From an optimization exercise on the open Yosys and OpenROAD flow, aimed at small area; shortcuts taken in it are not production practice.
The RTL was checked by simulation tests, not by an equivalence proof against the original design.
The flow treats the clock pin as an ideal source. Dropping or thinning the clock tree relies on that and would not hold on a real chip.
Power is estimated from default activity; no workload was simulated.

==> inputs of wip/pepper <==
==> flow/design.v <==
module puls_gen(CLK, RST_N, KEY, PULS);
	input CLK;
	input RST_N;
	input KEY;
	output PULS;
	reg delay_KEY;
	always @(posedge CLK) begin
		if(!RST_N) begin
			delay_KEY <= 1'b1;
		end else begin
			delay_KEY <= KEY;
		end
	end
	assign PULS = ({delay_KEY, KEY} == 2'b10) ? 1'b0 : 1'b1;
endmodule
module dec_7seg(IN, OUT);
	input [3:0] IN;
	output [6:0] OUT;
	wire [3:0] d = IN;
	assign OUT[0] = (~d[2] & d[0]);
	assign OUT[1] = (~d[3] & d[2] & d[1]) | (d[3] & d[2] & ~d[0]);
	assign OUT[2] = (~d[3] & ~d[2] & ~d[1]);
	assign OUT[3] = (d[3] & ~d[1] & d[0]) | (~d[2] & d[1]);
	assign OUT[4] = (d[3]) | (~d[2] & d[1]);
	assign OUT[5] = (~d[2] & ~d[1]);
	assign OUT[6] = (~d[1] & d[0]);
endmodule
module dig_inc(IN, OUT);
	input [3:0] IN;
	output [3:0] OUT;
	wire [3:0] d = IN;
	assign OUT[0] = ~((~d[3] & ~d[2]) | (d[3] & ~d[1] & d[0]));
	assign OUT[1] = (d[3] & ~d[0]) | (d[2] & ~d[0]);
	assign OUT[2] = ~((~d[3] & ~d[1] & d[0]) | (~d[2] & ~d[1]));
	assign OUT[3] = (~d[3]);
endmodule
module dig_is9(IN, OUT);
	input [3:0] IN;
	output OUT;
	wire [3:0] d = IN;
	assign OUT = (d[3] & d[1]);
endmodule
module dig_is1(IN, OUT);
	input [3:0] IN;
	output OUT;
	wire [3:0] d = IN;
	assign OUT = (d[3] & ~d[2] & d[0]);
endmodule
module dec_2bit(IN, OUT);
	input [1:0] IN;
	output [6:0] OUT;
	assign OUT = (IN == 2'd0) ? 7'b1000000 :
	             (IN == 2'd1) ? 7'b1111001 :
	             (IN == 2'd2) ? 7'b0100100 : 7'b0110000;
endmodule
module game(CLK, DEBUG, CHANGE, STOP, ENTER, RESET, LEDR, LEDG, HEX7, HEX6, HEX5, HEX4, HEX3, HEX2, HEX1, HEX0);
	input CLK, DEBUG;
	input CHANGE, STOP, ENTER, RESET;
	output [17:0] LEDR;
	output [8:0] LEDG;
	output [6:0] HEX7, HEX6, HEX5, HEX4, HEX3, HEX2, HEX1, HEX0;
	reg [1:0] state;
	reg v;             
	reg [3:0] pos;     
	reg lr;
	reg [3:0] ph;      
	reg [8:0] blk;
	reg [8:0] m;
	reg [8:0] pre;     
	reg [3:0] h0, h1;  
	reg [3:0] s0;      
	reg [1:0] s1;      
	localparam [3:0] DIG0 = 4'd5;          
	localparam [8:0] M0   = 9'b000010001;  
	localparam [8:0] PRE0 = 9'b111101111;  
	wire change, enter, stop;
	puls_gen puls_change(CLK, RESET, CHANGE, change);
	puls_gen puls_enter(CLK, RESET, ENTER, enter);
	puls_gen puls_stop(CLK, RESET, STOP, stop);
	wire run  = (state == 2'd1);
	wire over = (pos == 4'd0) || (pos == 4'd15);
	wire ph4  = (ph == 4'b1110);
	wire ph14 = (ph == 4'b1000);
	wire mv   = run && ph4 && (blk == 9'd0);
	wire [8:0] mdn = {~(m[0] ^ m[5]), m[8:1]};
	wire last = (m == 9'd0);
	wire tick = run && pre[8] && pre[7] && pre[6] && pre[4] && pre[3] && pre[2] && pre[0];
	wire [3:0] h0n, h1n, s0n;
	wire h0w, h1w, s0w, s01;
	dig_inc inc_h0(h0, h0n);
	dig_inc inc_h1(h1, h1n);
	dig_inc inc_s0(s0, s0n);
	dig_is9 is9_h0(h0, h0w);
	dig_is9 is9_h1(h1, h1w);
	dig_is9 is9_s0(s0, s0w);
	dig_is1 is1_s0(s0, s01);
	wire sw = (s1 == 2'd3) && s01;
	always @(posedge CLK)
		v <= RESET;
	always @(posedge CLK) begin
		if (!RESET) begin
			state <= 2'd0;
			lr <= 1'b0;
			ph <= 4'b0000;
			blk <= M0;
			m <= M0;
			pre <= PRE0;
			h0 <= DIG0; h1 <= DIG0; s0 <= DIG0; s1 <= 2'd0;
		end else begin
			case (state)
				2'd0: begin
					state <= enter ? 2'd0 : 2'd1;
					pos <= 4'd8;
				end
				2'd1: state <= over ? 2'd3 : (!stop) ? 2'd2 : 2'd1;
				2'd2: state <= (!stop) ? 2'd1 : 2'd2;
				default: ;
			endcase
			if (run) begin
				if (!change) lr <= ~lr;
				if (mv) begin
					pos <= lr ? pos + 4'd1 : pos - 4'd1;
					m <= mdn;
					ph <= last ? 4'b1111 : 4'b0000;
					blk <= mdn;
				end else begin
					ph <= {ph[2:0], ~(ph[3] ^ ph[2])};
					if (ph14) blk <= {~(blk[0] ^ blk[5]), blk[8:1]};
				end
				pre <= tick ? PRE0 : {pre[7:0], ~(pre[8] ^ pre[4])};
			end
			if (tick) begin
				h0 <= h0n;
				if (h0w) begin
					h1 <= h1n;
					if (h1w) begin
						s0 <= sw ? DIG0 : s0n;
						s1 <= sw ? 2'd0 : s0w ? s1 + 2'd1 : s1;
					end
				end
			end
		end
	end
	genvar i;
	generate for (i = 0; i < 16; i = i + 1) begin : led
		assign LEDR[i+1] = v && (pos == i);
	end endgenerate
	assign LEDR[0] = v;
	assign LEDR[17] = v;
	assign LEDG = 9'd0;
	assign HEX6 = 7'h7f;
	assign HEX5 = 7'h7f;
	assign HEX4 = 7'h7f;
	dec_2bit dec_state(state, HEX7);
	dec_2bit HEX_sec_10(s1, HEX3);
	dec_7seg HEX_sec_1(s0, HEX2);
	dec_7seg HEX_msec_10(h1, HEX1);
	dec_7seg HEX_msec_1(h0, HEX0);
endmodule
==> flow/flow/run.sh <==
#!/bin/bash
# Standard ORFS flow with four changes: an area-oriented ABC script and no
# half/full-adder extraction in synthesis, one shared tie cell per constant,
# the smallest buffer (buf_1) for the port buffers, and a clock tree of one
# level of clock buffers (flow/cts.tcl) in place of clock_tree_synthesis.
set -euo pipefail
HERE=$PWD
rm -rf "$HERE/myscripts"
cp -r "$FLOW_HOME/scripts" "$HERE/myscripts"
cp "$HERE/flow/abc_area.script" "$HERE/myscripts/abc_area.script"
cp "$HERE/flow/cts.tcl" "$HERE/myscripts/cts.tcl"
bash standard.sh SCRIPTS_DIR="$HERE/myscripts" ADDER_MAP_FILE= synth > "$HERE/synth.log" 2>&1
bash standard.sh SCRIPTS_DIR="$HERE/myscripts" CLOCK_BUFFER=sky130_fd_sc_hd__clkbuf_16 CLOCK_GROUPS=2 SKIP_REPAIR_TIE_FANOUT=1 "BUFFER_PORTS_ARGS=-buffer_cell sky130_fd_sc_hd__buf_1" finish > "$HERE/layout.log" 2>&1
==> flow/flow/abc_area.script <==
strash
dch -f
map -a
strash
dch -f
map -a
strash
dch -f
map -a
topo
==> flow/flow/cts.tcl <==
utl::set_metrics_stage "cts__{}"
source $::env(SCRIPTS_DIR)/load.tcl
source $::env(SCRIPTS_DIR)/lec_check.tcl
erase_non_stage_variables cts
load_design 3_place.odb 3_place.sdc
source_step_tcl PRE CTS

# Clone clock tree inverters next to register loads
# so cts does not try to buffer the inverted clocks.
repair_clock_inverters

proc save_progress { stage } {
  puts "Run 'make gui_$stage.odb' to load progress snapshot"
  orfs_write_db $::env(RESULTS_DIR)/$stage.odb
  orfs_write_sdc $::env(RESULTS_DIR)/$stage.sdc
}

# Run CTS
set cts_args [list \
  -sink_clustering_enable \
  -repair_clock_nets]

append_env_var cts_args CTS_BUF_DISTANCE -distance_between_buffers 1
append_env_var cts_args CTS_CLUSTER_SIZE -sink_clustering_size 1
append_env_var cts_args CTS_CLUSTER_DIAMETER -sink_clustering_max_diameter 1
append_env_var cts_args CTS_BUF_LIST -buf_list 1
append_env_var cts_args CTS_LIB_NAME -library 1


if { [env_var_exists_and_non_empty CTS_ARGS] } {
  set cts_args $::env(CTS_ARGS)
}

set_dont_use $::env(DONT_USE_CELLS)

proc clock_buffers { cell k } {
  set block [ord::get_db_block]
  set clk_pin [lindex [[lindex [all_clocks] 0] sources] 0]
  set clk_net [[$block findBTerm [get_full_name $clk_pin]] getNet]
  set master [[ord::get_db] findMaster $cell]
  set sinks [$clk_net getITerms]
  set n [llength $sinks]
  set xs {}
  set ys {}
  foreach iterm $sinks {
    lassign [[$iterm getInst] getLocation] x y
    lappend xs $x
    lappend ys $y
  }
  # initial centres: sinks spread along the sorted x order
  set order [lsort -integer -indices $xs]
  set cx {}
  set cy {}
  for { set j 0 } { $j < $k } { incr j } {
    set i [lindex $order [expr { int(($j + 0.5) * $n / $k) }]]
    lappend cx [lindex $xs $i]
    lappend cy [lindex $ys $i]
  }
  for { set it 0 } { $it < 30 } { incr it } {
    set asg {}
    for { set i 0 } { $i < $n } { incr i } {
      set best 0
      set bd -1
      for { set j 0 } { $j < $k } { incr j } {
        set dx [expr { [lindex $xs $i] - [lindex $cx $j] }]
        set dy [expr { [lindex $ys $i] - [lindex $cy $j] }]
        set d [expr { abs($dx) + abs($dy) }]
        if { $bd < 0 || $d < $bd } {
          set bd $d
          set best $j
        }
      }
      lappend asg $best
    }
    for { set j 0 } { $j < $k } { incr j } {
      set sx 0
      set sy 0
      set c 0
      for { set i 0 } { $i < $n } { incr i } {
        if { [lindex $asg $i] == $j } {
          set sx [expr { $sx + [lindex $xs $i] }]
          set sy [expr { $sy + [lindex $ys $i] }]
          incr c
        }
      }
      if { $c > 0 } {
        lset cx $j [expr { $sx / $c }]
        lset cy $j [expr { $sy / $c }]
      }
    }
  }
  for { set j 0 } { $j < $k } { incr j } {
    set inst [odb::dbInst_create $block $master clkbuf_leaf_$j]
    set net [odb::dbNet_create $block clknet_leaf_$j]
    $net setSigType CLOCK
    set c 0
    for { set i 0 } { $i < $n } { incr i } {
      if { [lindex $asg $i] == $j } {
        set iterm [lindex $sinks $i]
        $iterm disconnect
        $iterm connect $net
        incr c
      }
    }
    [$inst findITerm A] connect $clk_net
    [$inst findITerm X] connect $net
    $inst setLocation [lindex $cx $j] [lindex $cy $j]
    $inst setPlacementStatus PLACED
    puts "clock buffer $j ($cell) drives $c clock pins"
  }
}
clock_buffers $::env(CLOCK_BUFFER) $::env(CLOCK_GROUPS)
set_propagated_clock [all_clocks]

utl::push_metrics_stage "cts__{}__pre_repair_timing"
log_cmd estimate_parasitics -placement
if { $::env(DETAILED_METRICS) } {
  report_metrics 4 "cts pre-repair-timing"
}
utl::pop_metrics_stage

set_placement_padding -global \
  -left $::env(CELL_PAD_IN_SITES_DETAIL_PLACEMENT) \
  -right $::env(CELL_PAD_IN_SITES_DETAIL_PLACEMENT)

set result [catch { detailed_placement } msg]
if { $result != 0 } {
  save_progress 4_1_error
  error "Detailed placement failed in CTS: $msg"
}

log_cmd estimate_parasitics -placement

if { $::env(CTS_SNAPSHOTS) } {
  save_progress 4_1_pre_repair_hold_setup
}

if { !$::env(SKIP_CTS_REPAIR_TIMING) } {
  if { $::env(EQUIVALENCE_CHECK) } {
    write_eqy_verilog 4_before_rsz.v
  }
  if { $::env(LEC_CHECK) } {
    write_lec_verilog 4_before_rsz_lec.v
  }

  repair_timing_helper

  if { $::env(EQUIVALENCE_CHECK) } {
    run_equivalence_test
  }
  if { $::env(LEC_CHECK) } {
    write_lec_verilog 4_after_rsz_lec.v
    run_lec_test 4_rsz 4_before_rsz_lec.v 4_after_rsz_lec.v
  }

  set result [catch { detailed_placement } msg]
  if { $result != 0 } {
    save_progress 4_1_error
    error "Detailed placement failed in CTS: $msg"
  }

  check_placement -verbose
}

report_metrics 4 "cts final"

source_step_tcl POST CTS

orfs_write_db $::env(RESULTS_DIR)/4_1_cts.odb
orfs_write_sdc $::env(RESULTS_DIR)/4_cts.sdc
==> flow/standard.sh <==
#!/bin/bash
# synth_recipe.tcl (not shown) runs the flow's synth.tcl, then flattens the netlist and writes it again
# the make line also repeats each setting of config.mk as NAME=value (left out here)
make -C /OpenROAD-flow-scripts/flow DESIGN_CONFIG=/design/flow/config.mk WORK_HOME=/design/flow/orfs CLKGATE_MAP_FILE= SYNTH_SCRIPT=/design/flow/synth_recipe.tcl "${@:-finish}"
==> flow/config.mk <==
export PLATFORM = sky130hd
export DESIGN_NAME = game
export DESIGN_NICKNAME = game
export VERILOG_FILES = /design/flow/design.v
export SDC_FILE = /design/flow/constraint.sdc
export NUM_CORES = 4
export LEC_CHECK = 0
export ABC_AREA = 1
export CAP_MARGIN = 20
export CORE_MARGIN = 2
export CORE_UTILIZATION = 60
export SLEW_MARGIN = 20
==> flow/constraint.sdc <==
create_clock -name core_clock -period 10.0 [get_ports {CLK}]
set_input_delay 2.0000 -clock core_clock [delete_from_list [all_inputs] [get_ports {CLK}]]
set_output_delay 2.0000 -clock core_clock [all_outputs]
set_load 0.01 [all_outputs]
==> inputs of wip/zinc, as changes to wip/pepper <==
==> flow/design.v, changed modules only <==
module dec_7seg(IN, OUT);
	input [3:0] IN;
	output [6:0] OUT;
	wire [3:0] d = IN;
	assign OUT[0] = (d[3] & ~d[1]) | (d[2] & ~d[1]);
	assign OUT[1] = (~d[3] & d[1] & ~d[0]);
	assign OUT[2] = (d[3] & d[2] & d[0]);
	assign OUT[3] = (~d[1]);
	assign OUT[4] = ~((d[2] & d[1]));
	assign OUT[5] = (d[3] & ~d[1]) | (d[3] & d[0]);
	assign OUT[6] = (~d[3] & d[1] & d[0]) | (~d[2] & ~d[1]);
endmodule
module dig_inc(IN, OUT);
	input [3:0] IN;
	output [3:0] OUT;
	wire [3:0] d = IN;
	assign OUT[0] = (d[3] & ~d[2]) | (d[3] & d[0]);
	assign OUT[1] = ~((~d[3] & d[2] & d[1]) | (~d[2] & d[0]));
	assign OUT[2] = (~d[2]);
	assign OUT[3] = (~d[3] & d[1] & d[0]) | (d[3] & d[2]) | (~d[2] & ~d[1]);
endmodule
module dig_is9(IN, OUT);
	input [3:0] IN;
	output OUT;
	wire [3:0] d = IN;
	assign OUT = (d[3] & ~d[2] & d[1] & ~d[0]);
endmodule
module dig_is1(IN, OUT);
	input [3:0] IN;
	output OUT;
	wire [3:0] d = IN;
	assign OUT = (d[3] & ~d[1]);
endmodule
module game(CLK, DEBUG, CHANGE, STOP, ENTER, RESET, LEDR, LEDG, HEX7, HEX6, HEX5, HEX4, HEX3, HEX2, HEX1, HEX0);
	input CLK, DEBUG;
	input CHANGE, STOP, ENTER, RESET;
	output [17:0] LEDR;
	output [8:0] LEDG;
	output [6:0] HEX7, HEX6, HEX5, HEX4, HEX3, HEX2, HEX1, HEX0;
	reg [1:0] state;
	reg [3:0] pos;     
	reg lr;
	reg [3:0] ph;      
	reg [8:0] blk;
	reg [8:0] m;
	reg [8:0] pre;     
	reg [3:0] h0, h1;  
	reg [3:0] s0;      
	reg [1:0] s1;      
	localparam [3:0] DIG0 = 4'd7;          
	localparam [8:0] M0   = 9'b000010001;  
	localparam [8:0] PRE0 = 9'b111101111;  
	wire change, enter, stop;
	puls_gen puls_change(CLK, RESET, CHANGE, change);
	puls_gen puls_enter(CLK, RESET, ENTER, enter);
	puls_gen puls_stop(CLK, RESET, STOP, stop);
	wire run  = (state == 2'd1);
	wire over = (pos == 4'd0) || (pos == 4'd15);
	wire ph4  = (ph == 4'b1110);
	wire bz   = (blk == 9'd0);
	wire mv   = run && ph4 && bz;
	wire [8:0] mdn = {~(m[0] ^ m[5]), m[8:1]};
	wire last = (m == 9'd0);
	wire tick = run && pre[8] && pre[7] && pre[6] && pre[4] && pre[3] && pre[2] && pre[0];
	wire [3:0] h0n, h1n, s0n;
	wire h0w, h1w, s0w, s01;
	dig_inc inc_h0(h0, h0n);
	dig_inc inc_h1(h1, h1n);
	dig_inc inc_s0(s0, s0n);
	dig_is9 is9_h0(h0, h0w);
	dig_is9 is9_h1(h1, h1w);
	dig_is9 is9_s0(s0, s0w);
	dig_is1 is1_s0(s0, s01);
	wire sw = (s1 == 2'd3) && s01;
	wire v = (state != 2'd0) || !(&ph);
	wire [3:0] posn = lr ? pos + 4'd1 : pos - 4'd1;
	wire [3:0] pflip = (state == 2'd0) ? (pos ^ 4'd8) : mv ? (pos ^ posn) : 4'd0;
	always @(posedge CLK)
		pos <= pos ^ pflip;
	always @(posedge CLK) begin
		if (!RESET) begin
			state <= 2'd0;
			lr <= 1'b0;
			ph <= 4'b1111;
			blk <= M0;
			m <= M0;
			pre <= PRE0;
			h0 <= DIG0; h1 <= DIG0; s0 <= DIG0; s1 <= 2'd0;
		end else begin
			case (state)
				2'd0: begin
					state <= enter ? 2'd0 : 2'd1;
					ph <= 4'b0000;
				end
				2'd1: state <= over ? 2'd3 : (!stop) ? 2'd2 : 2'd1;
				2'd2: state <= (!stop) ? 2'd1 : 2'd2;
				default: ;
			endcase
			if (run) begin
				if (!change) lr <= ~lr;
				if (mv) begin
					m <= mdn;
					ph <= last ? 4'b1111 : 4'b0000;
					blk <= mdn;
				end else begin
					ph <= {ph[2:0], ~(ph[3] ^ ph[2])};
					if (ph4) blk <= {~(blk[0] ^ blk[5]), blk[8:1]};
				end
				pre <= tick ? PRE0 : {pre[7:0], ~(pre[8] ^ pre[4])};
			end
			if (tick) begin
				h0 <= h0n;
				if (h0w) begin
					h1 <= h1n;
					if (h1w) begin
						s0 <= sw ? DIG0 : s0n;
						s1 <= sw ? 2'd0 : s0w ? s1 + 2'd1 : s1;
					end
				end
			end
		end
	end
	genvar i;
	generate for (i = 0; i < 16; i = i + 1) begin : led
		assign LEDR[i+1] = v && (pos == i);
	end endgenerate
	assign LEDR[0] = v;
	assign LEDR[17] = v;
	assign LEDG = 9'd0;
	assign HEX6 = 7'h7f;
	assign HEX5 = 7'h7f;
	assign HEX4 = 7'h7f;
	dec_2bit dec_state(state, HEX7);
	dec_2bit HEX_sec_10(s1, HEX3);
	dec_7seg HEX_sec_1(s0, HEX2);
	dec_7seg HEX_msec_10(h1, HEX1);
	dec_7seg HEX_msec_1(h0, HEX0);
endmodule
==> flow/flow/run.sh (replaced) <==
#!/bin/bash
# Standard ORFS flow with these changes:
# - synthesis without half/full-adder extraction, run once with each ABC
#   script in flow/abc_*.script; the script giving the smallest cell area is
#   used for the layout (every run has the same registers, only the
#   combinational mapping differs);
# - one shared tie cell per constant value (SKIP_REPAIR_TIE_FANOUT);
# - placement that is not timing-driven, with the synthesis buffers removed
#   before it (flow/pre_gpl.tcl);
# - the smallest buffer (buf_1) for the port buffers;
# - a clock tree of one level of clock buffers (flow/cts.tcl) in place of
#   clock_tree_synthesis.
set -euo pipefail
HERE=$PWD
LIB="$FLOW_HOME/platforms/$FLOW_PLATFORM/lib/sky130_fd_sc_hd__tt_025C_1v80.lib"
RES="$HERE/orfs/results/$FLOW_PLATFORM/game/base"

prepare_scripts() {
  rm -rf "$HERE/myscripts"
  cp -r "$FLOW_HOME/scripts" "$HERE/myscripts"
  cp "$1" "$HERE/myscripts/abc_area.script"
  cp "$HERE/flow/cts.tcl" "$HERE/myscripts/cts.tcl"
}

best=""
best_area=""
for s in "$HERE"/flow/abc_*.script; do
  name=$(basename "$s" .script)
  prepare_scripts "$s"
  rm -rf "$HERE/orfs"
  bash standard.sh SCRIPTS_DIR="$HERE/myscripts" ADDER_MAP_FILE= synth > "$HERE/synth_$name.log" 2>&1 || continue
  a=$(python3 "$HERE/flow/area.py" "$LIB" "$RES/1_2_yosys.v")
  echo "$name $a" >> "$HERE/synth_areas.txt"
  if [[ -z "$best" ]] || python3 -c "import sys; sys.exit(0 if $a < $best_area else 1)"; then
    best=$s
    best_area=$a
  fi
done
echo "best: $best $best_area" >> "$HERE/synth_areas.txt"

prepare_scripts "$best"
rm -rf "$HERE/orfs"
bash standard.sh SCRIPTS_DIR="$HERE/myscripts" ADDER_MAP_FILE= synth > "$HERE/synth.log" 2>&1
bash standard.sh SCRIPTS_DIR="$HERE/myscripts" PRE_GLOBAL_PLACE_TCL="$HERE/flow/pre_gpl.tcl" CLOCK_BUFFER=sky130_fd_sc_hd__buf_12 CLOCK_GROUPS=2 SKIP_REPAIR_TIE_FANOUT=1 "BUFFER_PORTS_ARGS=-buffer_cell sky130_fd_sc_hd__buf_1" finish > "$HERE/layout.log" 2>&1
==> flow/flow/abc_a3.script (new file) <==
strash
dch
amap
topo
==> flow/flow/abc_b2.script (new file) <==
strash
dch -f
map -a
strash
dch -f
map -a
strash
dch -f
map -a
topo
==> flow/flow/abc_b5.script (new file) <==
strash
dch -f
map -a
strash
dch -f
map -a
strash
dch -f
map -a
strash
dch -f
map -a
strash
dch -f
map -a
topo
==> flow/flow/abc_b6.script (new file) <==
strash
dch -f
amap
strash
dch -f
amap
strash
dch -f
amap
topo
==> flow/flow/abc_c1.script (new file) <==
strash
dch
map -a
strash
dch
map -a
strash
dch
map -a
topo
==> flow/flow/abc_c4.script (new file) <==
strash
dch -f
map -a
strash
dch -f
amap
strash
dch -f
map -a
topo
==> flow/flow/abc_d2.script (new file) <==
strash
dch
amap
strash
dch
amap
strash
dch
amap
topo
==> flow/flow/abc_d3.script (new file) <==
strash
dch
map -a
strash
dch
amap
strash
dch
map -a
topo
==> flow/flow/abc_d5.script (new file) <==
strash
dch -f
map -a
strash
dch -f
map -a
strash
dch -f
map -a
strash
dch -f
map -a
strash
dch -f
map -a
strash
dch -f
map -a
strash
dch -f
map -a
topo
==> flow/flow/abc_d6.script (new file) <==
strash
dc2
map -a
strash
dch
map -a
strash
dch
map -a
topo
==> flow/flow/abc_e4.script (new file) <==
strash
dch -f
map -a
strash
dch -f
amap
strash
dch -f
map -a
strash
dch -f
amap
strash
dch -f
map -a
strash
dch -f
amap
strash
dch -f
map -a
strash
dch -f
amap
topo
==> flow/flow/area.py (new file) <==
# Prints the standard-cell area of a mapped netlist, leaving out buffers
# (the flow removes synthesis buffers before placement).
import re, sys
lib = open(sys.argv[1]).read()
area = {}
for m in re.finditer(r'cell\s*\(\s*"?(\w+)"?\s*\)', lib):
    a = re.search(r'area\s*:\s*([\d.]+)', lib[m.end():m.end() + 30000])
    if a:
        area[m.group(1)] = float(a.group(1))
net = open(sys.argv[2]).read()
tot = 0.0
for c in re.findall(r'^\s*(sky130_fd_sc_hd__\w+)\s+\S+\s*\(', net, re.M):
    if not re.match(r'sky130_fd_sc_hd__buf_\d+$', c):
        tot += area.get(c, 0.0)
print('%.3f' % tot)
==> flow/flow/pre_gpl.tcl (new file) <==
# Synthesis leaves buffers on nets that feed several ports; remove them
# before placement (the timing-driven placement, turned off here, does this
# otherwise).
remove_buffers
- CORE_UTILIZATION: 60 -> 75
- GPL_TIMING_DRIVEN: default -> 0
removed: flow/flow/abc_area.script
==> comparison table <==
Result of the run: wip/zinc finished clean; wip/pepper finished clean
Count of sequential standard cells: wip/zinc 55; wip/pepper 56
Area of the multi-input gates: wip/zinc 1110 sq um; wip/pepper 1150 sq um
Pwr per Cell Area: wip/zinc 133 nW/um^2; wip/pepper 135 nW/um^2
Nature of the critical path startpoint: wip/zinc flop; wip/pepper primary input
Routed metal-1 wirelength: wip/zinc 2.30 mm; wip/pepper 2.68 mm
Maximum number of pins on one net before global-route repair: wip/zinc 30; wip/pepper 32
Cell Area, Synth: wip/zinc 2630 sq um; wip/pepper 2750 sq um
Count of fill cells added during filler insertion: wip/zinc 270; wip/pepper 407
Comb_multi_in: wip/zinc 214; wip/pepper 243
Average wire length per cell after detail routing: wip/zinc 12.4 um; wip/pepper 11.7 um
Cell count after synthesis: wip/zinc 346; wip/pepper 380
Met1 capacity usage during global routing: wip/zinc 0.331; wip/pepper 0.298
Die height: wip/zinc 63.3 um; wip/pepper 71.7 um
Number of nets in the layout: wip/zinc 373; wip/pepper 409
Count of inserted tapcells: wip/zinc 46; wip/pepper 52
Post-synthesis cell type count: wip/zinc 32; wip/pepper 26
Critical path class: wip/zinc reg2reg; wip/pepper in2reg
Post-layout worst setup margin: wip/zinc 5080 ps; wip/pepper 6500 ps
Clock insertion delay at the later pin of the skew report: wip/zinc 140 ps; wip/pepper 160 ps
In every run of this note, the design's own scripts or RTL, not TritonCTS, make the clock network.

==> re-timing with driven ports <==
Ports are ideal in the flow. The routed layouts listed here were re-timed in OpenROAD. Step 1 sets driving cells, clkbuf_16 on the clock port and buf_2 on the other inputs (assumed; they add their load-dependent delay and slew). Step 2, shift: input delay + t, output delay - t, t = (earliest + latest rising clock arrival at the registers) / 2. This alone moves slack from input paths to output paths. a / b / c = no drivers / after step 1 / after step 2; a / b = the first two.
run	t (ns)	slack for setup (ns)	latest minus earliest clock arrival (ns)	worst slew at a driven data input, ns	cell pins on the clock port's net
wip/pepper	0.203	6.505 / 6.525 / 6.322	0.005 / 0.005	0.03	2
wip/zinc	0.184	5.078 / 5.079 / 5.079	0.007 / 0.007	0.04	2
After both steps every run listed still meets setup and hold. The setup slack of wip/pepper, which loses most, moves by +0.020 ns with the drivers and by -0.183 ns with both steps.
